This design comes from an exercise in tuning for small area and a short achievable clock period on the open sky130 flow, not from production work.
Function was checked by simulation only, so behaviour that the tests miss may differ from the original.
Power and IR drop assume default switching activity.

## v23
==> flow/design.v (excerpt) <==
module riscv_core(
    input clk,
    input reset,
    output [31:0] imem_addr,
    input [31:0] imem_rdata0,
    input [31:0] imem_rdata1,
    output [31:0] dmem_addr,
    output [31:0] dmem_wdata,
    output [3:0] dmem_op,
    input [31:0] dmem_rdata,
    output wb_en,
    output [4:0] wb_rd,
    output [31:0] wb_data
    );
    localparam [31:0] START = 32'h8000006c;
    reg  [31:0] pc;
    reg         resetR;         
    always @(posedge clk) resetR <= reset;
    reg  [31:0] rawD;
    reg  [31:0] pcD;
    reg  [1:0]  incD;           
    reg         regwE, jumpE, brE, ldsE;
    reg  [1:0]  rsrcE;
    reg  [3:0]  memopE;
    reg  [2:0]  f3E;
    reg         altE, passbE, alusrcE;
    reg         fa2E, fa1E, fb2E, fb1E;
    reg  [5:0]  brSelE;
    reg  [4:0]  rs1E, rs2E, rdE;
    reg  [31:0] rd1E, rd2E, immE;
    reg         holdR;
    reg  [31:0] pcPlusR, pcTarR;
    reg         regwM;
    reg  [1:0]  rsrcM;
    reg  [3:0]  memopM;
    reg  [4:0]  rdM;
    reg  [31:0] aluM, dataM;
    reg         regwW;
    reg  [4:0]  rdW;
    reg  [31:0] resW;
    reg         bod, bdel;
    reg  [6:0]  bpIdx;
    reg  [1:0]  bpVal;
    reg  [1:0]  bpt [0:127];
    wire [15:0] lo16 = pc[1] ? imem_rdata0[31:16] : imem_rdata0[15:0];
    wire [15:0] hi16 = pc[1] ? imem_rdata1[15:0]  : imem_rdata0[31:16];
    wire        cF   = (lo16[1:0] != 2'b11);
    wire [29:0] pcIncF   = pc[31:2] + 30'd1;
    wire [31:0] pcPlusF  = {(cF & ~pc[1]) ? pc[31:2] : pcIncF, cF ^ pc[1], pc[0]};
    wire [31:0] expF;
    rvc_expand u_exp (.h(lo16), .o(expF));
    wire [31:0] instF = cF ? expF : {hi16, lo16};
    wire [31:0] iD = rawD;
    wire [6:0]  op  = iD[6:0];
    wire [2:0]  f3  = iD[14:12];
    wire        f7  = iD[30];
    wire [4:0]  rs1D = iD[19:15];
    wire [4:0]  rs2D = iD[24:20];
    wire [4:0]  rdD  = iD[11:7];
    wire isLUI  = (op == 7'b0110111);
    wire isAUI  = (op == 7'b0010111);
    wire isJAL  = (op == 7'b1101111);
    wire isJALR = (op == 7'b1100111) && (f3 == 3'b000);
    wire isBR   = (op == 7'b1100011);
    wire isLD   = (op == 7'b0000011);
    wire isST   = (op == 7'b0100011);
    wire isOPI  = (op == 7'b0010011);
    wire isOP   = (op == 7'b0110011);
  ...
For scale: about 7000 cells after synthesis, about 240 I/O pins, ~0.081 mm^2 of cells after synthesis.
clock: 15.0 ns
lec_check: 0
cap_margin: 30
core_margin: 2
core_utilization: 40
cts_buf_list: sky130_fd_sc_hd__clkbuf_4 sky130_fd_sc_hd__clkbuf_8
cts_cluster_diameter: 70
cts_cluster_size: 14
place_density: 0.6
slew_margin: 20
standard.sh (not shown) runs the stock make flow with config.mk's settings and CLKGATE_MAP_FILE= SYNTH_SCRIPT=/design/flow/synth_recipe.tcl, a recipe that flattens the netlist after the stock synthesis.
==> flow/flow/run.sh <==
#!/bin/bash
set -uo pipefail
bash standard.sh SETUP_SLACK_MARGIN=10.3 "BUFFER_PORTS_ARGS=-buffer_cell sky130_fd_sc_hd__buf_2" finish > standard_flow.log 2>&1
The inputs of v31 differ from those of v23 as listed below.
Settings: a change of CTS_CLUSTER_DIAMETER from 70 to 80; a change of CAP_MARGIN from 30 to 20; a change of CTS_CLUSTER_SIZE from 14 to 16.
==> flow/flow/run.sh <==
#!/bin/bash
set -uo pipefail
bash standard.sh SETUP_SLACK_MARGIN=10.4 "BUFFER_PORTS_ARGS=-buffer_cell sky130_fd_sc_hd__buf_2" finish > standard_flow.log 2>&1
### Flow results
v31 ends up with a wire length of the first global-routing pass that is 0.76% higher than in v23. [compare] base=v23 new=v31: core utilization rose by 0.16 points; share of the clock period used by the worst path after layout -1.0 points. Per the comparison of v31 with v23, critical path depth dropped 13, number of buffers added for setup after CTS climbed 270%, total non-filler cell area in the finished layout climbed about 0.36%, total power dropped 1.2%.
--- input diff v31..v2 ---
Settings: a change of CTS_CLUSTER_DIAMETER from 80 to 70; a change of CTS_CLUSTER_SIZE from 16 to 14; a change of CAP_MARGIN from 20 to 30.
--- outcome ---
- Looking at the reports, v2 completed the entire flow and the layout it produced met the timing, DRC and antenna checks.
- Compared with v31, in v2 portion of total power attributed to the clock network went up 0.6 points; fraction of cell area in non-clock buffers went up 0.33 points; routed length on met1 held; number of enable-type register cells in the synthesized netlist held.
- For v31, the library cell contributing the largest single delay on the critical path was sky130_fd_sc_hd__dfxtp_2, unlike v2, where it was sky130_fd_sc_hd__o21a_1.
- Switching component of the power sits higher in v2 than in v31.
- | sequential power | v2 vs v31 | ≈ equal |

-- re-timing with driven ports --
In the flow no input, the clock included, has a driving cell. The finished layouts below were timed again as built, in two steps.
Step 1 (the two cells are an assumption about what drives the block):
set clk [get_ports {clk}]
set_driving_cell -lib_cell sky130_fd_sc_hd__clkbuf_16 $clk
set_driving_cell -lib_cell sky130_fd_sc_hd__buf_2 [delete_from_list [all_inputs] $clk]
Step 2, shift: input delay + t, output delay - t, t = (earliest + latest rising clock arrival at the registers) / 2. This alone moves slack from input paths to output paths.
a / b / c = no drivers / after step 1 / after step 2; a / b = the first two.
run | t, ns | slack for setup (ns) | worst setup path at the end
v23 | 1.042 | 10.215 / 10.215 / 9.303 | input to register
v31 | 1.065 | 10.372 / 10.284 / 9.381 | input to register
v2 | 1.060 | 10.356 / 10.273 / 9.407 | input to register
After both steps setup and hold are still met in every run listed. The setup slack of v31, which loses most, moves by -0.088 ns with the drivers and by -0.991 ns with both steps.
